This design comes from an exercise in tuning for small area and a short achievable clock period on the open sky130 flow, not from production work.
Only simulation tests tie the RTL to the original design; equivalence was not proved.
Power figures rest on the tool's default switching activity, not on a simulated workload.

==> design.v <==
module gca_dlnv(
    input [31:0]    coord0,
    input [31:0]    coord1,
    input           ld,
    input           step,
    input           CLK,
    output          FC,
    output [20:0]   ADDR
);
    wire [10:0] xs = coord0[10:0];
    wire [9:0]  ys = coord0[20:11];
    wire [10:0] x1 = coord1[10:0];
    wire [9:0]  y1 = coord1[20:11];
    reg  [10:0] x;
    reg  [9:0]  y;
    reg         sx, sy;      
    reg  [10:0] dx;          
    reg  [9:0]  dy;          
    reg         xmaj;        
    reg  [11:0] h;           
    reg         eqx, eqy;    
    wire c = ~h[11];
    wire [11:0] tx  = {1'b0, x1} + {1'b0, ~xs};
    wire [10:0] ty  = {1'b0, y1} + {1'b0, ~ys};
    wire [10:0] tx1 = x1 + ~xs + 11'd1;
    wire [9:0]  ty1 = y1 + ~ys + 10'd1;
    wire [10:0] adx = tx[11] ? tx1 : ~tx[10:0];
    wire [9:0]  ady = ty[10] ? ty1 : ~ty[9:0];
    wire [11:0] mn = xmaj ? {2'b0, dy} : {1'b0, dx};
    wire [11:0] mj = xmaj ? {1'b0, dx} : {2'b0, dy};
    wire [11:0] h0 = mn + ~{1'b0, mj[11:1]} + {11'd0, ~mj[0]};
    wire [11:0] hs = h + mn - (c ? mj : 12'd0);
    wire mx = step & (xmaj | c);
    wire my = step & (~xmaj | c);
    wire [10:0] xn = ld ? xs : mx ? x + (sx ? 11'h7ff : 11'h001) : x;
    wire [9:0]  yn = ld ? ys : my ? y + (sy ? 10'h3ff : 10'h001) : y;
    assign ADDR = {y, x};
    assign FC = ~ld & (xmaj ? eqx : eqy);
    always @(posedge CLK) begin
        x <= xn;
        y <= yn;
        eqx <= xn == x1;
        eqy <= yn == y1;
        if (ld) begin
            sx <= ~tx[11];
            sy <= ~ty[10];
            dx <= adx;
            dy <= ady;
            xmaj <= dx >= {1'b0, dy};
            h <= h0;
        end else if (step) begin
            h <= hs;
        end
    end
endmodule
==> flow/run.sh <==
#!/bin/bash
# Own layout flow: the standard ORFS flow (standard.sh) with
#  - ORFS's full/half-adder extraction turned off, so ABC maps the adders
#  - plain buffers on the ports instead of the delay cells ORFS picks
set -euo pipefail
export ADDER_MAP_FILE=
export BUFFER_PORTS_ARGS="-buffer_cell sky130_fd_sc_hd__buf_2"
bash standard.sh > standard.log 2>&1
==> standard.sh <==
#!/bin/bash
# synth_recipe.tcl (not shown) runs the flow's synth.tcl, then flattens the netlist and writes it again
# the make line also repeats each setting of config.mk as NAME=value (left out here)
make -C /OpenROAD-flow-scripts/flow DESIGN_CONFIG=/design/flow/config.mk WORK_HOME=/design/flow/orfs CLKGATE_MAP_FILE= SYNTH_SCRIPT=/design/flow/synth_recipe.tcl "${@:-finish}"
==> config.mk <==
export PLATFORM = sky130hd
export DESIGN_NAME = gca_dlnv
export DESIGN_NICKNAME = gca_dlnv
export VERILOG_FILES = /design/flow/design.v
export SDC_FILE = /design/flow/constraint.sdc
export NUM_CORES = 4
export LEC_CHECK = 0
export CAP_MARGIN = 20
export CORE_MARGIN = 2
export CORE_UTILIZATION = 40
export CTS_BUF_LIST = sky130_fd_sc_hd__clkbuf_4 sky130_fd_sc_hd__clkbuf_8
export SLEW_MARGIN = 20
==> constraint.sdc <==
create_clock -name core_clock -period 5.0 [get_ports {CLK}]
set_input_delay 1.0000 -clock core_clock [delete_from_list [all_inputs] [get_ports {CLK}]]
set_output_delay 1.0000 -clock core_clock [all_outputs]
set_load 0.01 [all_outputs]
==> out/metrics.cfg, run 1 <==
[die]
dieArea_um2 = 17700
die_w_um = 133
fp.dieH_um = 133
core_um2 = 16400
num_rows = 47
ios = 89
start_util_pct = 40.5

[power]
power_per_cell_area_nw_per_um2 = 466
peakVddDrop_mv = 0.145
p_total_w = 0.00338
p_leak_nw = 2.75

[setup_path]
worst_path_most_repeated_cell = o31a_1
end_kind = flop
cp_top_family = compound AO/OA/AOI/OAI gates
critical_path_class = reg2reg
crit_fanout = 19
critical-path-slowest-cell = edfxtp_1
cp.buffers_inverters = 0
arrival_ns = 4.10
crit_chain = mux2i_1, a221oi_2, xnor2_1, o21ai_0, a221oi_1, o31a_1, o2111ai_1, nand3_2, nor4_1, a31o_2, o31a_1
start_kind = flop
required_ns = 5.11
max_stage_delay_ns = 0.78
ff2ff_setup_slack_ns = 1.01

[timing]
maxClockFrequency_ghz = 0.250
final-max-slew-violation-count = 0
rsz0062_at_grt = false
worstMarginPinSlew_ns = 0.834
fin_tns_setup_ns = 0
finalHoldViolations = 0
fin_skew_ns = 0.0124
setup_viol_count_final = 0
layout_min_cycle_time_ns = 3.99
slew_headroom_pct = 44.4
fin_crit_sh_pct = 79.9

[clock_tree]
clkSinkCount = 59
cts.clk_slew.worst_paths_ns = 0.07
ctsHoldBuffers = 0
cts_setup_buffers = 0
h-tree-depth = 3
cts_tree = yes
clockBufferDepth = 2
insertion_delay_ns = 0.36
cts-resized-gates = 0
root_buffer = clkbuf_8
cts_buffers = 9

[grt]
first_global_vias = 5415
grt_max_degree = 35
antenna_found_initial = 0
grt.total_usage_pct = 18.8
grt_pass1_wl_um = 27400
grt_overflow_total = 0

[synthesis]
synth.avg_cell_area_um2 = 7.85
synth_fp_nets = 913
synth_edf_count = 36
synth_area_um2 = 6650
ys_seq_area_share_pct = 23.2
ys.flop_type = edfxtp_1
async_flop_share_pct = 0
synth_cell_type_count = 69
synth-seq-cells = 59
synthesis.instances = 846
yosys_warnings = 1

[cells_and_area]
syn2layout_area_growth_pct = 8.98
stdcell_count = 1105
mostFrequentLayoutCell = xnor2_1
fin_area_um2 = 7240
final_core_util_pct = 44.1
n_antenna_cell = 0
drive_gt1_share_pct = 13.1
layout_common_cells = xnor2_1 (91), nand2_1 (73), nor2_1 (71)
nets = 947

[placement]
globalplace.congestion = 0.838
dp_hpwl_um = 12500
placed_cell_area_um2 = 7070
placed_cells = 1089
io_buffers = 66

[worst_hold_path]
hold_path_class = reg2reg

[routing]
vias = 6069
ant_nets = 0
wirelength_um = 16600
drcViolationCount = 0
first_pass_iters = 5
via_per_inst = 5.49
wire_per_inst_um = 15.0
drt_iter0_drc = 354

[status]
status = timing/DRC/antenna clean

[run]
drv_cap = 0

## worst register-to-register path: cells and delay by family, from the launching register on
kind	cells	cell delay (ns)
simple gates	2	0.29
compound gates	7	2.00
flops	1	0.78
mux	1	0.32
xor+xnor	1	0.35
## kinds of logic (layout without fill, tap and decap cells)
| kind of cell | Yosys count | count (layout) | share of synthesized area [%] |
|---|---|---|---|
| mux | 46 | 46 | 7.16 |
| simple gates | 264 | 264 | 19.3 |
| xor+xnor | 130 | 130 | 17.2 |
| compound gates | 226 | 226 | 22.9 |
| flops | 59 | 59 | 23.2 |
| buf+inv | 92 | 131 | 5.76 |
| fa+ha+maj | 29 | 29 | 4.44 |
## registers in the layout, summed over array words and instances, names as in the netlist
signal / flops
h: 12
dx: 11
x: 11
dy: 10
y: 10
eqx: 1
eqy: 1
sx: 1
sy: 1
xmaj: 1
## path summary, 6_finish.rpt
path,startpoint,endpoint,cells past startpoint
setup / recovery,xmaj$_DFFE_PP_,h[11]$_DFFE_PP_,11
setup reg to reg,xmaj$_DFFE_PP_,h[11]$_DFFE_PP_,11
hold reg to reg,x[10]$_DFF_P_,x[10]$_DFF_P_,2
hold / removal,x[10]$_DFF_P_,x[10]$_DFF_P_,2
## Yosys cell counts, drive strengths merged, types with 5 or more instances
cell | count | area share (%)
o211ai | 8 | 0.90
o2111ai | 7 | 0.92
a221oi | 8 | 1.3
nor4 | 9 | 0.85
clkbuf | 28 | 1.6
a31oi | 18 | 1.7
nor3 | 16 | 1.2
nor2 | 71 | 4.0
and3 | 6 | 0.56
nand4 | 5 | 0.47
dfxtp | 23 | 6.9
xnor2 | 91 | 12
edfxtp | 36 | 16
buf | 21 | 1.8
nand2b | 23 | 2.2
maj3 | 29 | 4.4
xor2 | 39 | 5.3
o21ai | 57 | 4.3
nor2b | 25 | 2.4
inv | 42 | 2.4
a21oi | 46 | 3.6
o22ai | 9 | 0.85
a21boi | 14 | 1.6
nand2 | 73 | 4.1
a211oi | 8 | 0.90
a2111oi | 6 | 0.79
and2 | 8 | 0.75
nand3 | 11 | 0.90
mux2i | 34 | 5.1
mux2 | 12 | 2.0
## power by group
group	internal [W]	switching, W
registers	0.000686	0.000226
clock network	0.000178	0.000219
logic	0.000935	0.00113
## layout make-up
| cell class | count | area (um2) |
|---|---|---|
| clock buffer | 9 | 124 |
| clock inverter | 7 | 43.8 |
| fill | 1680 | 9170 |
| inverter | 43 | 161 |
| multi-input combinational | 695 | 4720 |
| sequential | 59 | 1540 |
| tap | 220 | 275 |
| timing repair buffer | 72 | 375 |
## layer usage
layer  global-route usage [%]  share of wire, %
met1                     26.2                49
met2                     30.8                46
met5                        0                 0
met3                     2.53               4.1
met4                     4.72               1.4
## through the flow
step	hold WS [ns]	setup slack, ns
floorplan	0.636	1.27
global placement	0.634	0.890
detailed placement	0.617	0.871
CTS	0.642	1.04
global route	0.691	0.632
finish	0.645	1.01
==> run 2: changes to the inputs <==
--- a/config.mk
+++ b/config.mk
@@ -10,3 +10,4 @@
 export CORE_UTILIZATION = 40
 export CTS_BUF_LIST = sky130_fd_sc_hd__clkbuf_4 sky130_fd_sc_hd__clkbuf_8
+export SETUP_SLACK_MARGIN = 2.2
 export SLEW_MARGIN = 20
==> out/metrics.cfg, run 2 <==
[setup_path]
critical-path-slowest-cell = maj3_2  ; was edfxtp_1
critical_path_class = in2reg  ; was reg2reg
arrival_ns = 3.52  ; was 4.10 ns
end_kind = flop  ; unchanged
max_stage_delay_ns = 0.35  ; was 0.78 ns
cp.buffers_inverters = 2  ; was 0
cp_top_family = compound AO/OA/AOI/OAI gates  ; unchanged
required_ns = 5.12  ; was 5.11 ns
crit_fanout = 7  ; was 19
start_kind = input pin  ; was flop
crit_chain = buf_6, nand2b_4, o211ai_1, a32o_2, a21o_1, nand4_1, a21oi_2, o31ai_4, maj3_2, a21oi_4, buf_12, mux2_4, xor2_1  ; was mux2i_1, a221oi_2, xnor2_1, o21ai_0, a221oi_1, o31a_1, o2111ai_1, nand3_2, nor4_1, a31o_2, o31a_1

[synthesis]
synth.avg_cell_area_um2 = 7.85  ; unchanged
synth_most_common_cell = xnor2_1  ; unchanged
synth_top_area_share_pct = 16.3  ; unchanged
synthesis.instances = 846  ; unchanged
synth-seq-cells = 59  ; unchanged
synth_area_um2 = 6650  ; unchanged
synth_edf_count = 36  ; unchanged
synth.area.top_cells = edfxtp_1 (16%), xnor2_1 (12%), dfxtp_1 (6.9%)  ; unchanged
synth_fp_nets = 913  ; unchanged
yosys_warnings = 1  ; unchanged
ys_seq_area_share_pct = 23.2  ; unchanged
yosysTopAreaCell = edfxtp_1  ; unchanged
ys.flop_type = edfxtp_1  ; unchanged
synth_cell_type_count = 69  ; unchanged
async_flop_share_pct = 0  ; unchanged
synth_common_cells = xnor2_1 (91), nand2_1 (73), nor2_1 (71)  ; unchanged

[power]
seqPwrFrac_pct = 22.4  ; was 27.0%
power_per_cell_area_nw_per_um2 = 463  ; was 466 nW/um2
p_leak_nw = 3.30  ; was 2.75 nW
internal-power_w = 0.00217  ; was 0.00180 W
switchingPower_w = 0.00177  ; was 0.00158 W
peakVddDrop_mv = 0.189  ; was 0.145 mV
combPwrFrac_pct = 66.1  ; was 61.3%
sw_frac_of_total_pct = 44.9  ; was 46.7%
p_total_w = 0.00394  ; was 0.00338 W
pwr-share-clk_pct = 11.5  ; was 11.7%

[timing]
slew_headroom_pct = 57.5  ; was 44.4%
fin_crit_sh_pct = 68.0  ; was 79.9%
fin_tns_setup_ns = 0  ; unchanged
rsz0062_at_grt = true  ; was false
final-max-slew-violation-count = 0  ; unchanged
worstMarginPinSlew_ns = 0.634  ; was 0.834 ns
fin_skew_ns = 0.0104  ; was 0.0124 ns
setup_viol_count_final = 0  ; unchanged
finalHoldViolations = 0  ; unchanged
maxClockFrequency_ghz = 0.294  ; was 0.250 GHz
layout_min_cycle_time_ns = 3.40  ; was 3.99 ns

[placement]
placed_cell_area_um2 = 7220  ; was 7070 um2
io_buffers = 66  ; unchanged
globalplace.congestion = 0.824  ; was 0.838
dp_hpwl_um = 12700  ; was 12500 um

[grt]
first_global_vias = 6008  ; was 5415
grt_overflow_total = 0  ; unchanged
grt_pass1_wl_um = 29600  ; was 27400 um
antenna_found_initial = 0  ; unchanged
grt.total_usage_pct = 20.4  ; was 18.8%
grt_max_degree = 36  ; was 35

[cells_and_area]
largest_register_ffs = 12  ; unchanged
layout_common_cells = xnor2_1 (86), nor2_1 (70), nand2_1 (68)  ; was xnor2_1 (91), nand2_1 (73), nor2_1 (71)
fill_cells = 1552  ; was 1680
regMostFlops = h  ; unchanged
fin_area_um2 = 8500  ; was 7240 um2
drive_gt1_share_pct = 28.6  ; was 13.1%
top_regs = h: 12 flops, dx: 11 flops, x: 11 flops  ; unchanged
final_core_util_pct = 51.8  ; was 44.1%
mostFrequentLayoutCell = xnor2_1  ; unchanged
regArea_um2 = 1540  ; about the same
nets = 1020  ; was 947
syn2layout_area_growth_pct = 28.0  ; was 8.98%
n_antenna_cell = 0  ; unchanged
multi_input_area_um2 = 5270  ; was 4720 um2

[die]
die_w_um = 133  ; unchanged
ios = 89  ; unchanged
fp.dieH_um = 133  ; unchanged
dieArea_um2 = 17700  ; unchanged
num_rows = 47  ; unchanged
core_um2 = 16400  ; unchanged
start_util_pct = 40.5  ; unchanged

[clock_tree]
h-tree-depth = 3  ; unchanged
clockBufferDepth = 2  ; unchanged
cts_buffers = 9  ; unchanged
cts_tree = yes  ; unchanged
cts.clk_slew.worst_paths_ns = 0.08  ; was 0.07 ns
root_buffer = clkbuf_8  ; unchanged
clkSinkCount = 59  ; unchanged
insertion_delay_ns = 0.36  ; about the same

[routing]
drcViolationCount = 0  ; unchanged
ant_nets = 0  ; unchanged
vias = 6437  ; was 6069
wirelength_um = 18300  ; was 16600 um
wire_per_inst_um = 15.6  ; was 15.0 um
drt_iter0_drc = 365  ; was 354
via_per_inst = 5.47  ; was 5.49
first_pass_iters = 5  ; unchanged

[run]
drv_cap = 0  ; unchanged

[status]
status = timing/DRC/antenna clean  ; unchanged

[worst_hold_path]
hold_path_class = reg2reg  ; unchanged

-- run 2: cell counts after synthesis --
No cell type changed its count.
-- run 2: worst paths after layout --
path	from	end	slack [ns]	cells after the start
max reg2reg	xmaj$_DFFE_PP_	h[7]$_DFFE_PP_	1.62	14
max	coord0[0]	dx[3]$_DFFE_PP_	1.60	13
min	x[10]$_DFF_P_	x[10]$_DFF_P_	0.65	2
min reg2reg	x[10]$_DFF_P_	x[10]$_DFF_P_	0.65	2
-- run 2: worst register-to-register path, delay by kind of cell, from the launching register on --
family,cells,cell delay [ns]
compound gates,6,1.06
fa+ha+maj,2,0.68
flops,1,0.48
buf+inv,3,0.45
xor+xnor,2,0.30
mux,1,0.15
-- run 2: area by class of cell --
cell class                 count  share of cell area (%)
multi-input combinational    696                    61.9
sequential                    59                    18.1
timing repair buffer         144                    12.6
clock inverter                 6                   0.677
clock buffer                   9                    1.46
tap                          220                    3.24
inverter                      43                    1.97
-- run 2: per-stage QoR --
| step | setup slack, ns | hold slack, ns | std cells |
|---|---|---|---|
| 2_1_floorplan | 1.46 | 0.636 | 846 |
| 3_3_place_gp | 1.10 | 0.624 | 1089 |
| 3_5_place_dp | 1.06 | 0.629 | 1089 |
| 4_1_cts | 1.63 | 0.648 | 1153 |
| 5_1_grt | 1.49 | 0.690 | 1177 |
| 6_report | 1.60 | 0.647 | 1177 |
-- run 2: what timing repair did --
item                                    4_1_cts  5_1_grt
buffers inserted                             48       24
endpoints found under the setup margin       33       32
hold buffers                                  0        0
pin swaps                                    58       32
gates cloned                                  1        0
gates resized for setup                      84       51
-- run 2: logic make-up after synthesis --
kind of cell / synth area share [%]
AOI/OAI and AO/OA: 22.9
xor gates and xnor gates: 17.2
DFF: 23.2
buffers and inverters: 5.76
muxes: 7.16
adders and majority gates: 4.44
and+or+nand+nor: 19.3
-- run 2: power by group through the flow --
stage	logic [W]	clock network, W	registers, W
after floorplan	0.00182	0	0.000799
after global placement	0.00210	0	0.000926
after detailed placement	0.00211	0	0.000928
after CTS	0.00244	0.000457	0.000891
after global routing	0.00287	0.000474	0.000906
final	0.00260	0.000452	0.000884
-- run 2: routing by layer --
layer / global-route usage, % / share of wire (%) / wire length, um / vias up
li1: - / - / - / 3257
met1: 27.1 / 46 / 8500 / 3025
met2: 35.3 / 48 / 8880 / 139
met3: 2.57 / 4.2 / 762 / 16
met4: 4.84 / 0.97 / 178 / 0
met5: 0 / 0 / 0 / -
==> run 3: changes to the inputs <==
==> flow/run.sh (replaced) <==
#!/bin/bash
# Own layout flow: the standard ORFS flow (standard.sh) with
#  - ORFS's full/half-adder extraction turned off, so ABC maps the adders
#  - a shorter ABC mapping script (structural choices, then delay mapping)
#  - plain buffers on the ports instead of the delay cells ORFS picks
set -euo pipefail
here=$(pwd)
rm -rf "$here/scripts_mod"
cp -r "$FLOW_HOME/scripts" "$here/scripts_mod"
cp "$here/flow/abc_speed.script" "$here/scripts_mod/abc_speed.script"
export SCRIPTS_DIR="$here/scripts_mod"
export ADDER_MAP_FILE=
export BUFFER_PORTS_ARGS="-buffer_cell sky130_fd_sc_hd__buf_2"
bash standard.sh > standard.log 2>&1
==> flow/abc_speed.script (new file) <==
&get -n
&st
&dch
&nf
&put
--- a/config.mk
+++ b/config.mk
@@ -10,4 +10,3 @@
 export CORE_UTILIZATION = 40
 export CTS_BUF_LIST = sky130_fd_sc_hd__clkbuf_4 sky130_fd_sc_hd__clkbuf_8
-export SETUP_SLACK_MARGIN = 2.2
 export SLEW_MARGIN = 20
==> out/metrics.cfg, run 3 <==
[cells_and_area]
regMostFlops = h  ; unchanged
top_regs = h: 12 flops, dx: 11 flops, x: 11 flops  ; unchanged
nets = 852  ; was 1020
largest_register_ffs = 12  ; unchanged
drive_gt1_share_pct = 11.0  ; was 28.6%
syn2layout_area_growth_pct = 13.7  ; was 28.0%
fill_cells = 1387  ; was 1552
n_antenna_cell = 0  ; unchanged
mostFrequentLayoutCell = o21ai_0  ; was xnor2_1
layout_common_cells = o21ai_0 (78), nand2_1 (73), xnor2_1 (67)  ; was xnor2_1 (86), nor2_1 (70), nand2_1 (68)

[timing]
worstMarginPinSlew_ns = 1.05  ; was 0.634 ns
finalHoldViolations = 0  ; unchanged
fin_tns_setup_ns = 0  ; unchanged
setup_viol_count_final = 0  ; unchanged
maxClockFrequency_ghz = 0.270  ; was 0.294 GHz
setup_ws_ns = 1.29  ; was 1.60 ns
rsz0062_at_grt = false  ; was true
slew_headroom_pct = 30.2  ; was 57.5%
fin_crit_sh_pct = 74.2  ; was 68.0%
final-max-slew-violation-count = 0  ; unchanged
layout_min_cycle_time_ns = 3.71  ; was 3.40 ns
fin_skew_ns = 0.0137  ; was 0.0104 ns

[setup_path]
start_kind = flop  ; was input pin
max_stage_delay_ns = 0.90  ; was 0.35 ns
cp.buffers_inverters = 1  ; was 2
critical-path-slowest-cell = edfxtp_1  ; was maj3_2
critical_path_class = reg2reg  ; was in2reg
end_kind = flop  ; unchanged
crit_fanout = 18  ; was 7
cp_top_family = flip-flops  ; was compound AO/OA/AOI/OAI gates
required_ns = 5.11  ; was 5.12 ns
crit_chain = buf_4, mux2i_1, xnor3_1, xor2_1, nand4_1, o221ai_1, a21oi_1, xnor2_1, mux2_1  ; was buf_6, nand2b_4, o211ai_1, a32o_2, a21o_1, nand4_1, a21oi_2, o31ai_4, maj3_2, a21oi_4, buf_12, mux2_4, xor2_1
arrival_ns = 3.82  ; was 3.52 ns

[grt]
grt.total_usage_pct = 19.5  ; was 20.4%
antenna_found_initial = 0  ; unchanged
first_global_vias = 5245  ; was 6008
grt_max_degree = 36  ; unchanged
grt_pass1_wl_um = 24900  ; was 29600 um
grt_overflow_total = 0  ; unchanged

[routing]
drcViolationCount = 0  ; unchanged
ant_nets = 0  ; unchanged
routed-wl-met2_um = 7030  ; was 8880 um
wire_per_inst_um = 15.4  ; was 15.6 um
wl_met1_um = 7110  ; was 8500 um
first_pass_iters = 6  ; was 5
wirelength_um = 15000  ; was 18300 um
top_layer = met4  ; unchanged
drt_iter0_drc = 398  ; was 365
vias = 5407  ; was 6437
via_per_inst = 5.57  ; was 5.47
wl_met3_um = 568  ; was 762 um

[clock_tree]
insertion_delay_ns = 0.36  ; about the same
cts_buffers = 9  ; unchanged
root_buffer = clkbuf_8  ; unchanged
cts_setup_buffers = 0  ; was 48
cts.clk_slew.worst_paths_ns = 0.08  ; about the same
clkSinkCount = 59  ; unchanged
h-tree-depth = 3  ; unchanged
ctsHoldBuffers = 0  ; unchanged
clockBufferDepth = 2  ; unchanged
cts_tree = yes  ; unchanged
cts-resized-gates = 0  ; was 84

[synthesis]
synth_edf_count = 36  ; unchanged
synth.avg_cell_area_um2 = 8.23  ; was 7.85 um2
ys.flop_type = edfxtp_1  ; unchanged
synth.area.top_cells = edfxtp_1 (19%), xnor2_1 (10%), xor2_1 (9.5%)  ; was edfxtp_1 (16%), xnor2_1 (12%), dfxtp_1 (6.9%)
yosys_warnings = 1  ; unchanged
synth_area_um2 = 5790  ; was 6650 um2
synth-seq-cells = 59  ; unchanged
synth_fp_nets = 770  ; was 913
synth_most_common_cell = o21ai_0  ; was xnor2_1
synth_common_cells = o21ai_0 (79), nand2_1 (73), xnor2_1 (67)  ; was xnor2_1 (91), nand2_1 (73), nor2_1 (71)
async_flop_share_pct = 0  ; unchanged
synth_top_area_share_pct = 18.7  ; was 16.3%
synth_cell_type_count = 48  ; was 69
synthesis.instances = 703  ; was 846
yosysTopAreaCell = edfxtp_1  ; unchanged
ys_seq_area_share_pct = 26.6  ; was 23.2%

[placement]
io_buffers = 66  ; unchanged
globalplace.congestion = 0.932  ; was 0.824
dp_hpwl_um = 11700  ; was 12700 um
pre_cts_slack_ns = 1.12  ; was 1.06 ns

[power]
peakVddDrop_mv = 0.232  ; was 0.189 mV
power_per_cell_area_nw_per_um2 = 575  ; was 463 nW/um2
p_leak_nw = 2.52  ; was 3.30 nW

[die]
fp.dieH_um = 124  ; was 133 um
num_rows = 43  ; was 47
core_um2 = 14000  ; was 16400 um2
start_util_pct = 41.4  ; was 40.5%
dieArea_um2 = 15400  ; was 17700 um2
ios = 89  ; unchanged
die_w_um = 124  ; was 133 um

[run]
drv_cap = 0  ; unchanged

[worst_hold_path]
hold_path_class = reg2reg  ; unchanged

[status]
status = timing/DRC/antenna clean  ; unchanged

==> run 3: cell families (layout without fill, tap and decap cells) <==
group	Yosys count	in the layout	synth area share, %
buf+inv	25	112	1.62
simple gates	218	218	18.3
xor+xnor	139	139	23.2
compound gates	216	216	22.2
mux	35	35	6.18
flops	59	59	26.6
fa+ha+maj	11	11	1.90
==> run 3: final timing paths <==
path / to / slack [ns] / cells past startpoint / start
setup / recovery: h[10]$_DFFE_PP_ / 1.29 / 9 / xmaj$_DFFE_PP_
hold / removal: x[10]$_DFF_P_ / 0.64 / 2 / x[10]$_DFF_P_
setup reg to reg: h[10]$_DFFE_PP_ / 1.29 / 9 / xmaj$_DFFE_PP_
hold reg to reg: x[10]$_DFF_P_ / 0.64 / 2 / x[10]$_DFF_P_
==> run 3: area by class of cell <==
class / count / area (um2) / share of cell area, %
flip-flops and latches: 59 / 1540 / 23.4
multi-input cells: 619 / 4150 / 63.1
clock buffers: 11 / 145 / 2.21
clock inverters: 5 / 52.6 / 0.799
inverters: 25 / 93.8 / 1.43
well taps: 180 / 225 / 3.42
repair buffers: 71 / 368 / 5.59
==> run 3: metal layers <==
metal	track usage, %	up-vias
met3	2.66	17
met1	25.5	2541
met2	32.7	137
li1	-	2712
met5	0	-
met4	7.27	0
==> run 3: worst min-delay path, cell delays in order, from the launching register on <==
cell and delay [ns]:
dfxtp_1 0.33, xnor2_1 0.13, o21ai_0 0.11
==> run 3: metrics by stage <==
| step | power (W) | instance area (um2) | std cells | hold slack [ns] | util [%] |
|---|---|---|---|---|---|
| floorplan | 0.00276 | 5790 | 703 | 0.575 | - |
| global placement | 0.00322 | 6380 | 954 | 0.610 | 45.6 |
| detailed placement | 0.00327 | 6380 | 954 | 0.623 | 45.6 |
| CTS | 0.00376 | 6580 | 970 | 0.634 | 47.0 |
| global route | 0.00412 | 6580 | 970 | 0.681 | 47.0 |
| finish | 0.00378 | 6580 | 970 | 0.637 | 47.0 |
==> run 3: report_power, final <==
part           switching (W)  total (W)  internal, W
Sequential          0.000166   0.000875     0.000709
Combinational        0.00140    0.00244      0.00104
Clock               0.000219   0.000466     0.000247
==> run 4: changes to the inputs <==
--- a/config.mk
+++ b/config.mk
@@ -10,3 +10,4 @@
 export CORE_UTILIZATION = 40
 export CTS_BUF_LIST = sky130_fd_sc_hd__clkbuf_4 sky130_fd_sc_hd__clkbuf_8
+export SETUP_SLACK_MARGIN = 2.3
 export SLEW_MARGIN = 20
==> out/metrics.cfg, run 4 <==
[status]
status = timing/DRC/antenna clean  ; unchanged

[routing]
first_pass_iters = 4  ; was 6
wire_per_inst_um = 16.4  ; was 15.4 um
wirelength_um = 16900  ; was 15000 um
drt_iter0_drc = 303  ; was 398
via_per_inst = 5.49  ; was 5.57
vias = 5662  ; was 5407
drcViolationCount = 0  ; unchanged
ant_nets = 0  ; unchanged

[placement]
io_buffers = 66  ; unchanged
dp_hpwl_um = 11500  ; was 11700 um
placed_cell_area_um2 = 6710  ; was 6380 um2
placed_cells = 953  ; was 954
globalplace.congestion = 0.862  ; was 0.932

[grt]
grt_overflow_total = 0  ; unchanged
grt_max_degree = 62  ; was 36
grt_pass1_wl_um = 25800  ; was 24900 um
first_global_vias = 5405  ; was 5245
antenna_found_initial = 0  ; unchanged
grt.total_usage_pct = 20.2  ; was 19.5%

[cells_and_area]
mostFrequentLayoutCell = nand2_1  ; was o21ai_0
multi_input_area_um2 = 5220  ; was 4150 um2
stdcell_count = 1031  ; was 970
n_antenna_cell = 0  ; unchanged
largest_register_ffs = 12  ; unchanged
fill_cells = 1227  ; was 1387
final_core_util_pct = 59.1  ; was 47.0%
nets = 913  ; was 852
regMostFlops = h  ; unchanged
top_regs = h: 12 flops, dx: 11 flops, x: 11 flops  ; unchanged
syn2layout_area_growth_pct = 42.8  ; was 13.7%
fin_area_um2 = 8260  ; was 6580 um2
regArea_um2 = 1540  ; unchanged
layout_common_cells = nand2_1 (69), buf_2 (63), o21ai_0 (61)  ; was o21ai_0 (78), nand2_1 (73), xnor2_1 (67)
drive_gt1_share_pct = 32.4  ; was 11.0%

[die]
dieArea_um2 = 15400  ; unchanged
num_rows = 43  ; unchanged
core_um2 = 14000  ; unchanged
ios = 89  ; unchanged
die_w_um = 124  ; unchanged
start_util_pct = 41.4  ; unchanged
fp.dieH_um = 124  ; unchanged

[setup_path]
reg2reg_from = xmaj$_DFFE_PP_  ; unchanged
rr_endpoint = h[10]$_DFFE_PP_  ; unchanged
required_ns = 5.11  ; about the same
start_kind = flop  ; unchanged
cp_top_family = XOR/XNOR gates  ; was flip-flops
r2r_cells = 11  ; was 9
end_kind = flop  ; unchanged
crit_chain = buf_4, clkbuf_16, mux2i_4, nor2_1, xnor3_2, xnor2_4, nand2_1, o21ai_0, a21oi_2, xnor2_2, mux2_4  ; was buf_4, mux2i_1, xnor3_1, xor2_1, nand4_1, o221ai_1, a21oi_1, xnor2_1, mux2_1
max_stage_delay_ns = 0.42  ; was 0.90 ns
critical-path-slowest-cell = xnor3_2  ; was edfxtp_1
ff2ff_setup_slack_ns = 2.07  ; was 1.29 ns
cp.buffers_inverters = 2  ; was 1
arrival_ns = 3.04  ; was 3.82 ns
crit_fanout = 6  ; was 18
critical_path_class = reg2reg  ; unchanged

[power]
power_per_cell_area_nw_per_um2 = 628  ; was 575 nW/um2
seqPwrFrac_pct = 16.8  ; was 23.1%
combPwrFrac_pct = 73.6  ; was 64.6%
peakVddDrop_mv = 0.358  ; was 0.232 mV
sw_frac_of_total_pct = 45.5  ; was 47.2%
switchingPower_w = 0.00236  ; was 0.00179 W
pwr-share-clk_pct = 9.7  ; was 12.3%
p_leak_nw = 3.09  ; was 2.52 nW
internal-power_w = 0.00283  ; was 0.00200 W
p_total_w = 0.00519  ; was 0.00378 W

[synthesis]
ys_seq_area_share_pct = 26.6  ; unchanged
yosys_warnings = 1  ; unchanged
synth_fp_nets = 770  ; unchanged
synth.area.top_cells = edfxtp_1 (19%), xnor2_1 (10%), xor2_1 (9.5%)  ; unchanged
synthesis.instances = 703  ; unchanged
synth_area_um2 = 5790  ; unchanged
async_flop_share_pct = 0  ; unchanged
synth_common_cells = o21ai_0 (79), nand2_1 (73), xnor2_1 (67)  ; unchanged
synth_cell_type_count = 48  ; unchanged
yosysTopAreaCell = edfxtp_1  ; unchanged
synth_most_common_cell = o21ai_0  ; unchanged
synth_edf_count = 36  ; unchanged
synth-seq-cells = 59  ; unchanged
synth.avg_cell_area_um2 = 8.23  ; unchanged
ys.flop_type = edfxtp_1  ; unchanged
synth_top_area_share_pct = 18.7  ; unchanged

[timing]
setup_viol_count_final = 0  ; unchanged
finalHoldViolations = 0  ; unchanged
slew_headroom_pct = 26.4  ; was 30.2%
rsz0062_at_grt = true  ; was false
fin_crit_sh_pct = 58.5  ; was 74.2%
final-max-slew-violation-count = 0  ; unchanged
fin_skew_ns = 0.00656  ; was 0.0137 ns
layout_min_cycle_time_ns = 2.93  ; was 3.71 ns
worstMarginPinSlew_ns = 1.10  ; was 1.05 ns
fin_tns_setup_ns = 0  ; unchanged
maxClockFrequency_ghz = 0.342  ; was 0.270 GHz

[clock_tree]
clockBufferDepth = 2  ; unchanged
h-tree-depth = 3  ; unchanged
cts.clk_slew.worst_paths_ns = 0.07  ; was 0.08 ns
root_buffer = clkbuf_8  ; unchanged
ctsHoldBuffers = 0  ; unchanged
insertion_delay_ns = 0.36  ; about the same
clkSinkCount = 59  ; unchanged
cts_tree = yes  ; unchanged
cts_buffers = 9  ; unchanged

[run]
drv_cap = 0  ; unchanged

[worst_hold_path]
hold_path_class = reg2reg  ; unchanged
hold_depth = 2  ; unchanged
whs_endpoint = y[8]$_DFF_P_  ; was x[10]$_DFF_P_
hold_path_startpoint = y[8]$_DFF_P_  ; was x[10]$_DFF_P_

## run 4: cell count changes in the layout (fill, tap and decap cells not counted), moves of 11 or more
cell,previous run,this run
xnor2_1,67,54
mux2i_1,29,10
buf_4,5,50
xor2_4,0,11
xor2_1,63,42
o21ai_0,78,61
a21oi_1,61,50
nor2_1,46,34
mux2i_4,0,18
## run 4: worst max-delay path by stage
stage | start | endpoint | depth (start not counted)
floorplan | xmaj$_DFFE_PP_ | h[10]$_DFFE_PP_ | 9
global placement | coord1[4] | dx[4]$_DFFE_PP_ | 9
detailed placement | coord1[4] | dx[4]$_DFFE_PP_ | 9
CTS | xmaj$_DFFE_PP_ | h[10]$_DFFE_PP_ | 10
global route | xmaj$_DFFE_PP_ | h[10]$_DFFE_PP_ | 11
finish | xmaj$_DFFE_PP_ | h[10]$_DFFE_PP_ | 11
## run 4: power groups by stage
stage	combinational [W]	sequential, W	clock, W
CTS	0.00290	0.000861	0.000508
finish	0.00382	0.000871	0.000501
global placement	0.00253	0.000866	0
detailed placement	0.00257	0.000874	0
floorplan	0.00206	0.000865	0
global route	0.00410	0.000890	0.000527
## run 4: worst register-to-register path, cell delays in order (launching register included)
cell and delay (ns):
edfxtp_1 0.40, buf_4 0.17, clkbuf_16 0.17, mux2i_4 0.21
nor2_1 0.17, xnor3_2 0.42, xnor2_4 0.23, nand2_1 0.10
o21ai_0 0.29, a21oi_2 0.09, xnor2_2 0.15, mux2_4 0.28
## run 4: cell families after synthesis
| kind of cell | share of synthesized area [%] |
|---|---|
| buffers and inverters | 1.62 |
| adders and majority gates | 1.90 |
| muxes | 6.18 |
| DFF | 26.6 |
| xor gates and xnor gates | 23.2 |
| and+or+nand+nor | 18.3 |
| AOI/OAI and AO/OA | 22.2 |
## run 4: metrics by stage
stage	hold slack, ns	setup slack (ns)
2_1_floorplan	0.575	1.72
3_3_place_gp	0.600	1.89
3_5_place_dp	0.620	1.86
4_1_cts	0.645	2.14
5_1_grt	0.708	1.95
6_report	0.651	2.07
## run 4: repair_timing
| action | CTS | global route |
|---|---|---|
| hold endpoints to repair | 0 | 0 |
| cloned | 1 | 4 |
| endpoints found under the setup margin | 16 | 21 |
| pin swaps | 10 | 52 |
| resized for setup | 50 | 102 |
| buffers inserted | 16 | 41 |
## run 4: routing by layer
layer	vias up	global-route usage, %	share of wire (%)
li1	2838	-	-
met1	2693	26.7	47
met2	111	34.6	49
met3	20	2.06	2.6
met4	0	6.68	1.7
met5	-	0	0
## run 4: cell type report
type / count / share of cell area (%)
inverter: 25 / 1.18
multi-input combinational: 621 / 63.2
timing repair buffer: 130 / 11.6
sequential: 59 / 18.7
clock buffer: 9 / 1.50
tap: 180 / 2.73
clock inverter: 7 / 1.09
==> run 5: changes to the inputs <==
--- a/config.mk
+++ b/config.mk
@@ -10,4 +10,4 @@
 export CORE_UTILIZATION = 40
 export CTS_BUF_LIST = sky130_fd_sc_hd__clkbuf_4 sky130_fd_sc_hd__clkbuf_8
-export SETUP_SLACK_MARGIN = 2.3
+export SETUP_SLACK_MARGIN = 2.6
 export SLEW_MARGIN = 20
==> out/metrics.cfg, run 5 <==
[setup_path]
worstSetupStartpoint = xmaj$_DFFE_PP_  ; unchanged
crit_chain = buf_12, mux2_4, nor3_4, nand2b_4, nand2_2, maj3_2, o221ai_2, a21oi_1, xnor2_1, mux2_1  ; was buf_4, clkbuf_16, mux2i_4, nor2_1, xnor3_2, xnor2_4, nand2_1, o21ai_0, a21oi_2, xnor2_2, mux2_4
reg2reg_from = xmaj$_DFFE_PP_  ; unchanged
cp.buffers_inverters = 1  ; was 2
crit_fanout = 13  ; was 6
cp_top_family = multiplexers  ; was XOR/XNOR gates
max_stage_delay_ns = 0.43  ; was 0.42 ns
required_ns = 5.10  ; was 5.11 ns
critical_path_class = reg2reg  ; unchanged
start_kind = flop  ; unchanged
arrival_ns = 2.95  ; was 3.04 ns
critical-path-slowest-cell = edfxtp_1  ; was xnor3_2
end_kind = flop  ; unchanged

[cells_and_area]
multi_input_area_um2 = 5510  ; was 5220 um2
drive_gt1_share_pct = 37.1  ; was 32.4%
largest_register_ffs = 12  ; unchanged
nets = 929  ; was 913
mostFrequentLayoutCell = buf_4  ; was nand2_1
fill_cells = 1147  ; was 1227
n_antenna_cell = 0  ; unchanged
top_regs = h: 12 flops, dx: 11 flops, x: 11 flops  ; unchanged
regArea_um2 = 1540  ; unchanged
syn2layout_area_growth_pct = 52.2  ; was 42.8%
fin_area_um2 = 8800  ; was 8260 um2
layout_common_cells = buf_4 (75), nand2_1 (69), xnor2_1 (53)  ; was nand2_1 (69), buf_2 (63), o21ai_0 (61)
regMostFlops = h  ; unchanged

[timing]
fin_tns_setup_ns = 0  ; unchanged
fin_skew_ns = 0.00862  ; was 0.00656 ns
worstMarginPinSlew_ns = 0.742  ; was 1.10 ns
fin_crit_sh_pct = 57.1  ; was 58.5%
setup_ws_ns = 2.14  ; was 2.07 ns
hold_slack_ns = 0.616  ; was 0.651 ns
maxClockFrequency_ghz = 0.350  ; was 0.342 GHz
setup_viol_count_final = 0  ; unchanged
rsz0062_at_grt = true  ; unchanged
slew_headroom_pct = 50.6  ; was 26.4%
final-max-slew-violation-count = 0  ; unchanged
finalHoldViolations = 0  ; unchanged
layout_min_cycle_time_ns = 2.86  ; was 2.93 ns

[synthesis]
synth_fp_nets = 770  ; unchanged
synth_top_area_share_pct = 18.7  ; unchanged
synth_compound_area_share_pct = 22.2  ; unchanged
synthXorXnorAreaFrac_pct = 23.2  ; unchanged
synth_cell_type_count = 48  ; unchanged
synth.area.top_cells = edfxtp_1 (19%), xnor2_1 (10%), xor2_1 (9.5%)  ; unchanged
synth_most_common_cell = o21ai_0  ; unchanged
async_flop_share_pct = 0  ; unchanged
synth-seq-cells = 59  ; unchanged
synth_top_family_by_area = XOR/XNOR gates  ; unchanged
yosysTopAreaCell = edfxtp_1  ; unchanged
muxShareOfSynthArea_pct = 6.18  ; unchanged
yosys_warnings = 1  ; unchanged
synth_adder_area_share_pct = 1.90  ; unchanged
synth.avg_cell_area_um2 = 8.23  ; unchanged
yosys.area_share.simple_pct = 18.3  ; unchanged
ys_seq_area_share_pct = 26.6  ; unchanged
synth_common_cells = o21ai_0 (79), nand2_1 (73), xnor2_1 (67)  ; unchanged
synth_area_um2 = 5790  ; unchanged
synthesis.instances = 703  ; unchanged
synth_edf_count = 36  ; unchanged
ys.flop_type = edfxtp_1  ; unchanged

[die]
fp.dieH_um = 124  ; unchanged
num_rows = 43  ; unchanged
dieArea_um2 = 15400  ; unchanged
ios = 89  ; unchanged
core_um2 = 14000  ; unchanged
die_w_um = 124  ; unchanged
start_util_pct = 41.4  ; unchanged

[worst_hold_path]
hold_path_class = reg2reg  ; unchanged
hold_path_startpoint = x[10]$_DFF_P_  ; was y[8]$_DFF_P_

[clock_tree]
cts_tree = yes  ; unchanged
clkSinkCount = 59  ; unchanged
insertion_delay_ns = 0.35  ; was 0.36 ns
cts_buffers = 9  ; unchanged
cts.clk_slew.worst_paths_ns = 0.07  ; about the same
clockBufferDepth = 2  ; unchanged
root_buffer = clkbuf_8  ; unchanged
h-tree-depth = 3  ; unchanged

[grt]
grt_overflow_total = 0  ; unchanged
grt_util_met3_pct = 2.53  ; was 2.06%
gr-usage-met1_pct = 28.3  ; was 26.7%
grt.total_usage_pct = 21.1  ; was 20.2%
met2_usage_pct = 35.3  ; was 34.6%
grt_pass1_wl_um = 27100  ; was 25800 um
grt_max_degree = 38  ; was 62
first_global_vias = 5603  ; was 5405
top_usage_layer = met2  ; unchanged
antenna_found_initial = 0  ; unchanged

[status]
status = timing/DRC/antenna clean  ; unchanged

[routing]
drt_iter0_drc = 360  ; was 303
drcViolationCount = 0  ; unchanged
wirelength_um = 17300  ; was 16900 um
vias = 5914  ; was 5662
first_pass_iters = 5  ; was 4
via_per_inst = 5.65  ; was 5.49
wire_per_inst_um = 16.6  ; was 16.4 um
ant_nets = 0  ; unchanged

[power]
peakVddDrop_mv = 0.244  ; was 0.358 mV
power_per_cell_area_nw_per_um2 = 547  ; was 628 nW/um2
p_leak_nw = 3.31  ; was 3.09 nW
p_total_w = 0.00482  ; was 0.00519 W

[placement]
placed_cell_area_um2 = 6830  ; was 6710 um2
dp_hpwl_um = 11700  ; was 11500 um
io_buffers = 66  ; unchanged
globalplace.congestion = 0.868  ; was 0.862
pre_cts_slack_ns = 1.28  ; was 1.86 ns

[run]
drv_cap = 0  ; unchanged

## run 5: cell count changes in the layout (fill, tap and decap cells not counted), sizes merged
cell | before | now
buf | 125 | 145
clkinv | 25 | 29
clkbuf | 14 | 11
clkinvlp | 2 | 0
inv | 3 | 1
or2 | 7 | 6
## run 5: area by class of cell
| type | count | area share (%) |
|---|---|---|
| Clock buffer | 9 | 1.41 |
| Clock inverter | 7 | 0.938 |
| Multi-Input combinational cell | 620 | 62.6 |
| Inverter | 25 | 1.17 |
| Tap cell | 180 | 2.56 |
| Sequential cell | 59 | 17.5 |
| Timing Repair Buffer | 147 | 13.9 |
## run 5: through the flow
stage	cells	utilization, %
floorplan	703	-
global placement	952	48.9
detailed placement	952	48.9
CTS	1025	57.3
global route	1047	62.9
finish	1047	62.9
## run 5: logic make-up after synthesis
group                    after synthesis
adder cells (fa/ha/maj)               11
AND/OR/NAND/NOR                      218
multiplexers                          35
buffers and inverters                 25
XOR/XNOR                             139
AO/OA/AOI/OAI                        216
flip-flops                            59
## run 5: worst paths after layout
path,endpoint,slack (ns),depth (start not counted)
setup / recovery,h[10]$_DFFE_PP_,2.14,10
hold / removal,x[10]$_DFF_P_,0.62,2
setup reg to reg,h[10]$_DFFE_PP_,2.14,10
hold reg to reg,x[10]$_DFF_P_,0.62,2
## run 5: worst reg2reg max path: stages, from the launching register on
cell and delay, ns:
edfxtp_1 0.43, buf_12 0.20, mux2_4 0.36, nor3_4 0.21
nand2b_4 0.16, nand2_2 0.11, maj3_2 0.35, o221ai_2 0.22
a21oi_1 0.12, xnor2_1 0.15, mux2_1 0.30
## run 5: timing repair
action                     4_1_cts  5_1_grt
setup endpoints to repair       51       33
hold buffers                     0        0
setup buffers                   55       21
gates resized for setup        108      130
pin swaps                       51       50
gates cloned                     2        1
## run 5: per-layer routing
layer / vias up / share of wire (%) / wire [um]
met5: - / 0 / 0
met4: 0 / 2.4 / 415
met3: 33 / 4.2 / 737
met2: 172 / 49 / 8450
met1: 2836 / 45 / 7740
li1: 2873 / - / -
## run 5: where the power goes
group	switching [W]	total, W	internal [W]	leakage [nW]
registers	0.000164	0.000874	0.000709	0.550
clock network	0.000211	0.000485	0.000275	0.108
logic	0.00182	0.00346	0.00164	2.65
==> run 6: changes to the inputs <==
--- a/config.mk
+++ b/config.mk
@@ -10,4 +10,4 @@
 export CORE_UTILIZATION = 40
 export CTS_BUF_LIST = sky130_fd_sc_hd__clkbuf_4 sky130_fd_sc_hd__clkbuf_8
-export SETUP_SLACK_MARGIN = 2.6
+export SETUP_SLACK_MARGIN = 2.0
 export SLEW_MARGIN = 20
==> out/metrics.cfg, run 6 <==
[setup_path]
required_ns = 5.11  ; was 5.10 ns
cp.buffers_inverters = 2  ; was 1
arrival_ns = 3.07  ; was 2.95 ns
max_stage_delay_ns = 0.46  ; was 0.43 ns
cp_top_family = XOR/XNOR gates  ; was multiplexers
reg2reg_from = xmaj$_DFFE_PP_  ; unchanged
critical_path_class = reg2reg  ; unchanged
crit_chain = buf_4, clkbuf_16, mux2i_4, xnor3_1, xor2_4, nand4_1, o221ai_2, a21oi_1, xnor2_1, mux2_1  ; was buf_12, mux2_4, nor3_4, nand2b_4, nand2_2, maj3_2, o221ai_2, a21oi_1, xnor2_1, mux2_1
worstSetupStartpoint = xmaj$_DFFE_PP_  ; unchanged
start_kind = flop  ; unchanged
crit_fanout = 13  ; unchanged
critical-path-slowest-cell = xnor3_1  ; was edfxtp_1
end_kind = flop  ; unchanged

[cells_and_area]
largest_register_ffs = 12  ; unchanged
nets = 873  ; was 929
regMostFlops = h  ; unchanged
drive_gt1_share_pct = 20.3  ; was 37.1%
mostFrequentLayoutCell = nand2_1  ; was buf_4
regArea_um2 = 1540  ; unchanged
syn2layout_area_growth_pct = 25.2  ; was 52.2%
fill_cells = 1366  ; was 1147
multi_input_area_um2 = 4530  ; was 5510 um2
n_antenna_cell = 0  ; unchanged
top_regs = h: 12 flops, dx: 11 flops, x: 11 flops  ; unchanged
layout_common_cells = nand2_1 (72), o21ai_0 (70), buf_2 (66)  ; was buf_4 (75), nand2_1 (69), xnor2_1 (53)

[die]
start_util_pct = 41.4  ; unchanged
core_um2 = 14000  ; unchanged
ios = 89  ; unchanged
die_w_um = 124  ; unchanged
dieArea_um2 = 15400  ; unchanged
num_rows = 43  ; unchanged
fp.dieH_um = 124  ; unchanged

[grt]
grt_max_degree = 62  ; was 38
grt_pass1_wl_um = 24900  ; was 27100 um
first_global_vias = 5124  ; was 5603
grt_overflow_total = 0  ; unchanged
antenna_found_initial = 0  ; unchanged
grt.total_usage_pct = 19.5  ; was 21.1%

[routing]
drt_iter0_drc = 349  ; was 360
drcViolationCount = 0  ; unchanged
via_per_inst = 5.52  ; was 5.65
wire_per_inst_um = 15.8  ; was 16.6 um
vias = 5471  ; was 5914
ant_nets = 0  ; unchanged
first_pass_iters = 5  ; unchanged
wirelength_um = 15600  ; was 17300 um

[placement]
io_buffers = 66  ; unchanged
globalplace.congestion = 0.892  ; was 0.868
dp_hpwl_um = 11600  ; was 11700 um
pre_cts_slack_ns = 1.55  ; was 1.28 ns

[synthesis]
yosysTopAreaCell = edfxtp_1  ; unchanged
ys.flop_type = edfxtp_1  ; unchanged
synth_common_cells = o21ai_0 (79), nand2_1 (73), xnor2_1 (67)  ; unchanged
synthesis.instances = 703  ; unchanged
yosys_warnings = 1  ; unchanged
async_flop_share_pct = 0  ; unchanged
ys_seq_area_share_pct = 26.6  ; unchanged
synth_fp_nets = 770  ; unchanged
synth_most_common_cell = o21ai_0  ; unchanged
synth_area_um2 = 5790  ; unchanged
synth-seq-cells = 59  ; unchanged
synth_cell_type_count = 48  ; unchanged
synth.avg_cell_area_um2 = 8.23  ; unchanged
synth.area.top_cells = edfxtp_1 (19%), xnor2_1 (10%), xor2_1 (9.5%)  ; unchanged
synth_edf_count = 36  ; unchanged
synth_top_area_share_pct = 18.7  ; unchanged

[timing]
finalHoldViolations = 0  ; unchanged
fin_skew_ns = 0.00758  ; was 0.00862 ns
slew_headroom_pct = 51.4  ; was 50.6%
final-max-slew-violation-count = 0  ; unchanged
setup_viol_count_final = 0  ; unchanged
worstMarginPinSlew_ns = 0.729  ; was 0.742 ns
layout_min_cycle_time_ns = 2.96  ; was 2.86 ns
maxClockFrequency_ghz = 0.338  ; was 0.350 GHz
fin_tns_setup_ns = 0  ; unchanged
fin_crit_sh_pct = 59.2  ; was 57.1%
rsz0062_at_grt = true  ; unchanged
setup_ws_ns = 2.04  ; was 2.14 ns

[clock_tree]
cts_buffers = 9  ; unchanged
cts.clk_slew.worst_paths_ns = 0.08  ; was 0.07 ns
clockBufferDepth = 2  ; unchanged
insertion_delay_ns = 0.36  ; was 0.35 ns
h-tree-depth = 3  ; unchanged
cts_tree = yes  ; unchanged
ctsHoldBuffers = 0  ; unchanged
root_buffer = clkbuf_8  ; unchanged
clkSinkCount = 59  ; unchanged

[run]
drv_cap = 0  ; unchanged

[power]
peakVddDrop_mv = 0.212  ; was 0.244 mV
p_total_w = 0.00441  ; was 0.00482 W
p_leak_nw = 2.73  ; was 3.31 nW
power_per_cell_area_nw_per_um2 = 608  ; was 547 nW/um2

[status]
status = timing/DRC/antenna clean  ; unchanged

[worst_hold_path]
hold_path_startpoint = x[10]$_DFF_P_  ; unchanged
hold_path_class = reg2reg  ; unchanged

## run 6: cell types whose count changed in the layout (fill, tap and decap cells not counted), sizes merged
cell,change
inv,-1
buf,-55
bufinv,+1
clkbuf,+3
o2bb2ai,-1
clkinv,-3
## run 6: timing repair
action                     in CTS  in global routing
pin swaps                       0                 14
setup buffers                   5                 15
setup endpoints to repair       8                 20
gates cloned                    0                  2
resized for setup               5                 49
## run 6: metal layers
layer | track usage (%) | up-vias | part of all wire, %
met5 | 0 | - | 0
met3 | 2.45 | 20 | 4.0
met1 | 26.2 | 2569 | 47
met4 | 6.68 | 0 | 1.8
li1 | - | 2741 | -
met2 | 32.6 | 141 | 48
## run 6: logic make-up (layout without fill, tap and decap cells)
| family | after synthesis | count (layout) | synth area share, % |
|---|---|---|---|
| DFF | 59 | 59 | 26.6 |
| and+or+nand+nor | 218 | 218 | 18.3 |
| xor gates and xnor gates | 139 | 139 | 23.2 |
| buffers and inverters | 25 | 133 | 1.62 |
| muxes | 35 | 35 | 6.18 |
| AOI/OAI and AO/OA | 216 | 216 | 22.2 |
| adders and majority gates | 11 | 11 | 1.90 |
## run 6: layout make-up
| type | count | share of cell area [%] |
|---|---|---|
| clock inverter | 4 | 1.31 |
| tap | 180 | 3.11 |
| timing repair buffer | 92 | 8.14 |
| clock buffer | 12 | 2.28 |
| multi-input combinational | 619 | 62.6 |
| inverter | 25 | 1.30 |
| sequential | 59 | 21.3 |
## run 6: metrics by stage
step	hold slack (ns)	util [%]	instances	instance area [um2]
final	0.617	51.8	991	7240
after global routing	0.659	51.8	991	7240
after CTS	0.627	48.8	974	6830
after detailed placement	0.613	46.4	953	6490
after global placement	0.600	46.4	953	6490
after floorplan	0.575	-	703	5900
## run 6: tightest hold or removal path: cells and delay by family (launching register included)
family / cells / cell delay, ns
AO/OA/AOI/OAI: 1 / 0.08
XOR/XNOR: 1 / 0.15
flip-flops: 1 / 0.33
## run 6: path summary, 6_finish.rpt
kind / depth (start not counted) / to / slack [ns]
hold reg to reg: 2 / x[10]$_DFF_P_ / 0.62
hold / removal: 2 / x[10]$_DFF_P_ / 0.62
setup / recovery: 10 / h[10]$_DFFE_PP_ / 2.04
setup reg to reg: 10 / h[10]$_DFFE_PP_ / 2.04
## run 6: report_power, final
group	internal [W]	total [W]	switching (W)
registers	0.000709	0.000861	0.000152
clock network	0.000372	0.000594	0.000222
logic	0.00134	0.00295	0.00161
total	0.00242	0.00441	0.00199
==> run 7: changes to the inputs <==
--- a/config.mk
+++ b/config.mk
@@ -10,4 +10,4 @@
 export CORE_UTILIZATION = 40
 export CTS_BUF_LIST = sky130_fd_sc_hd__clkbuf_4 sky130_fd_sc_hd__clkbuf_8
-export SETUP_SLACK_MARGIN = 2.0
+export SETUP_SLACK_MARGIN = 1.8
 export SLEW_MARGIN = 20
==> out/metrics.cfg, run 7 <==
[status]
status = timing/DRC/antenna clean  ; unchanged

[grt]
grt_util_met3_pct = 3.26  ; was 2.45%
first_global_vias = 5242  ; was 5124
gr-usage-met1_pct = 26.1  ; was 26.2%
grt.total_usage_pct = 19.7  ; was 19.5%
grt_overflow_total = 0  ; unchanged
grt_max_degree = 62  ; unchanged
antenna_found_initial = 0  ; unchanged
grt_pass1_wl_um = 25300  ; was 24900 um
top_usage_layer = met2  ; unchanged
met2_usage_pct = 32.2  ; was 32.6%

[timing]
maxClockFrequency_ghz = 0.325  ; was 0.338 GHz
fin_crit_sh_pct = 61.6  ; was 59.2%
fin_skew_ns = 0.0108  ; was 0.00758 ns
final-max-slew-violation-count = 0  ; unchanged
layout_min_cycle_time_ns = 3.08  ; was 2.96 ns
finalHoldViolations = 0  ; unchanged
fin_tns_setup_ns = 0  ; unchanged
rsz0062_at_grt = true  ; unchanged
worstMarginPinSlew_ns = 1.05  ; was 0.729 ns
setup_viol_count_final = 0  ; unchanged
slew_headroom_pct = 30.3  ; was 51.4%

[die]
ios = 89  ; unchanged
start_util_pct = 41.4  ; unchanged
fp.dieH_um = 124  ; unchanged
die_w_um = 124  ; unchanged
dieArea_um2 = 15400  ; unchanged
num_rows = 43  ; unchanged
core_um2 = 14000  ; unchanged

[power]
peakVddDrop_mv = 0.233  ; was 0.212 mV
p_total_w = 0.00396  ; was 0.00441 W
power_per_cell_area_nw_per_um2 = 584  ; was 608 nW/um2
p_leak_nw = 2.59  ; was 2.73 nW

[synthesis]
synth_area_um2 = 5790  ; unchanged
synth.area.top_cells = edfxtp_1 (19%), xnor2_1 (10%), xor2_1 (9.5%)  ; unchanged
async_flop_share_pct = 0  ; unchanged
yosys_warnings = 1  ; unchanged
ys.flop_type = edfxtp_1  ; unchanged
synth_edf_count = 36  ; unchanged
synth_common_cells = o21ai_0 (79), nand2_1 (73), xnor2_1 (67)  ; unchanged
synthesis.instances = 703  ; unchanged
ys_seq_area_share_pct = 26.6  ; unchanged
synth_cell_type_count = 48  ; unchanged
synth_fp_nets = 770  ; unchanged
synth_top_area_share_pct = 18.7  ; unchanged
yosysTopAreaCell = edfxtp_1  ; unchanged
synth.avg_cell_area_um2 = 8.23  ; unchanged
synth-seq-cells = 59  ; unchanged
synth_most_common_cell = o21ai_0  ; unchanged

[placement]
io_buffers = 66  ; unchanged
globalplace.congestion = 0.920  ; was 0.892
dp_hpwl_um = 11500  ; was 11600 um
placed_cells = 953  ; unchanged
placed_cell_area_um2 = 6380  ; was 6490 um2

[routing]
ant_nets = 0  ; unchanged
via_per_inst = 5.53  ; was 5.52
wire_per_inst_um = 15.8  ; about the same
first_pass_iters = 5  ; unchanged
drcViolationCount = 0  ; unchanged
wirelength_um = 15400  ; was 15600 um
vias = 5395  ; was 5471
drt_iter0_drc = 329  ; was 349

[cells_and_area]
stdcell_count = 976  ; was 991
regMostFlops = h  ; unchanged
fill_cells = 1391  ; was 1366
layout_common_cells = o21ai_0 (77), nand2_1 (73), buf_2 (66)  ; was nand2_1 (72), o21ai_0 (70), buf_2 (66)
largest_register_ffs = 12  ; unchanged
nets = 858  ; was 873
top_regs = h: 12 flops, dx: 11 flops, x: 11 flops  ; unchanged
drive_gt1_share_pct = 14.1  ; was 20.3%
fin_area_um2 = 6790  ; was 7240 um2
mostFrequentLayoutCell = o21ai_0  ; was nand2_1
syn2layout_area_growth_pct = 17.4  ; was 25.2%
n_antenna_cell = 0  ; unchanged

[clock_tree]
clockBufferDepth = 2  ; unchanged
cts_tree = yes  ; unchanged
h-tree-depth = 3  ; unchanged
ctsHoldBuffers = 0  ; unchanged
cts_buffers = 9  ; unchanged
insertion_delay_ns = 0.37  ; was 0.36 ns
root_buffer = clkbuf_8  ; unchanged
cts.clk_slew.worst_paths_ns = 0.07  ; was 0.08 ns
clkSinkCount = 59  ; unchanged

[setup_path]
crit_chain = buf_2, xnor2_1, nand4_1, nor4bb_1, or2_4, mux2_1, a21oi_1, xor2_1  ; was buf_4, clkbuf_16, mux2i_4, xnor3_1, xor2_4, nand4_1, o221ai_2, a21oi_1, xnor2_1, mux2_1
start_kind = input pin  ; was flop
end_kind = flop  ; unchanged
critical-path-slowest-cell = xnor2_1  ; was xnor3_1
arrival_ns = 3.17  ; was 3.07 ns
critical_path_class = in2reg  ; was reg2reg
max_stage_delay_ns = 0.54  ; was 0.46 ns
reg2reg_from = xmaj$_DFFE_PP_  ; unchanged
required_ns = 5.09  ; was 5.11 ns
ff2ff_setup_slack_ns = 1.97  ; was 2.04 ns
r2r_cells = 9  ; was 10
crit_fanout = 14  ; was 13
rr_endpoint = h[10]$_DFFE_PP_  ; unchanged

[worst_hold_path]
hold_depth = 2  ; unchanged
hold_path_class = reg2reg  ; unchanged
whs_endpoint = x[10]$_DFF_P_  ; unchanged
hold_path_startpoint = x[10]$_DFF_P_  ; unchanged

[run]
drv_cap = 0  ; unchanged

==> run 7: critical path: cells and delay by family <==
family                    cells  cell delay (ns)
and+or+nand+nor               3             0.90
xor gates and xnor gates      2             0.64
muxes                         1             0.35
AOI/OAI and AO/OA             1             0.15
buffers and inverters         1             0.12
==> run 7: cell type report <==
type / instances / area, um2 / share of cell area, %
Multi-Input combinational cell: 619 / 4260 / 62.8
Sequential cell: 59 / 1540 / 22.7
Timing Repair Buffer: 77 / 450 / 6.63
Tap cell: 180 / 225 / 3.32
Clock buffer: 9 / 124 / 1.82
Inverter: 25 / 97.6 / 1.44
Clock inverter: 7 / 91.3 / 1.34
==> run 7: worst max-delay path by stage <==
stage | start | endpoint | slack [ns]
2_1_floorplan | xmaj$_DFFE_PP_ | h[10]$_DFFE_PP_ | 1.65
3_3_place_gp | coord0[8] | dx[8]$_DFFE_PP_ | 1.44
3_5_place_dp | coord0[1] | dx[8]$_DFFE_PP_ | 1.35
4_1_cts | h[11]$_DFFE_PP_ | h[10]$_DFFE_PP_ | 1.80
5_1_grt | xmaj$_DFFE_PP_ | h[11]$_DFFE_PP_ | 1.75
6_report | coord0[9] | dx[8]$_DFFE_PP_ | 1.92
==> run 7: per-stage QoR <==
| stage | setup WS, ns | hold WS [ns] | util [%] |
|---|---|---|---|
| 5_1_grt | 1.75 | 0.686 | 48.6 |
| 6_report | 1.92 | 0.636 | 48.6 |
| 2_1_floorplan | 1.65 | 0.575 | - |
| 3_5_place_dp | 1.35 | 0.631 | 45.6 |
| 3_3_place_gp | 1.44 | 0.610 | 45.6 |
| 4_1_cts | 1.80 | 0.638 | 47.4 |
==> run 7: power by group <==
group	switching [W]	internal, W
sequential	0.000147	0.000709
combinational	0.00148	0.00112
clock	0.000228	0.000280
==> run 7: cell families after synthesis <==
logic type / after synthesis / synth area share, %
adders and majority gates: 11 / 1.90
buffers and inverters: 25 / 1.62
AOI/OAI and AO/OA: 216 / 22.2
DFF: 59 / 26.6
xor gates and xnor gates: 139 / 23.2
muxes: 35 / 6.18
and+or+nand+nor: 218 / 18.3
==> run 7: what timing repair did <==
action,4_1_cts,5_1_grt
gates resized for setup,1,21
endpoints found under the setup margin,12,11
gates cloned,0,0
buffers inserted,3,4
pin swaps,0,0
==> run 7: layer usage <==
metal	vias up	wire length [um]
met5	-	0
met4	0	376
met3	30	727
met2	149	7210
met1	2506	7090
li1	2710	-

-- separate check: timing with driven ports --
No port has a modelled driver above. Below, the same layouts with a new extraction and two added sets of constraints. Step 1 assumes that a clkbuf_16 drives the clock port and a buf_2 every other input. Step 2 also shifts input and output timing later by t, the mid clock arrival at the registers, as if the neighbouring blocks saw the same clock. Three values: ideal ports, drivers, drivers and shift; two values: the first two.
| run | shift t [ns] | setup WS [ns] | worst setup path after step 2 | clock arrival spread, ns | worst register clock-pin slew, ns |
|---|---|---|---|---|---|
| run 1 | 0.389 | 1.007 / 1.007 / 0.885 | input to register | 0.017 / 0.017 | 0.08 / 0.08 |
| run 2 | 0.391 | 1.602 / 1.595 / 1.205 | input to register | 0.013 / 0.013 | 0.08 / 0.08 |
| run 3 | 0.388 | 1.291 / 1.291 / 1.062 | input to register | 0.014 / 0.014 | 0.08 / 0.08 |
| run 4 | 0.395 | 2.074 / 2.074 / 1.987 | input to register | 0.008 / 0.008 | 0.08 / 0.08 |
| run 5 | 0.387 | 2.144 / 2.144 / 2.019 | input to register | 0.010 / 0.010 | 0.08 / 0.08 |
| run 6 | 0.391 | 2.039 / 2.039 / 1.723 | input to register | 0.007 / 0.008 | 0.08 / 0.08 |
| run 7 | 0.398 | 1.921 / 1.935 / 1.538 | input to register | 0.011 / 0.011 | 0.08 / 0.08 |
After both steps every run listed still meets setup and hold. The setup slack of run 2, which loses most, moves by -0.007 ns with the drivers and by -0.397 ns with both steps.
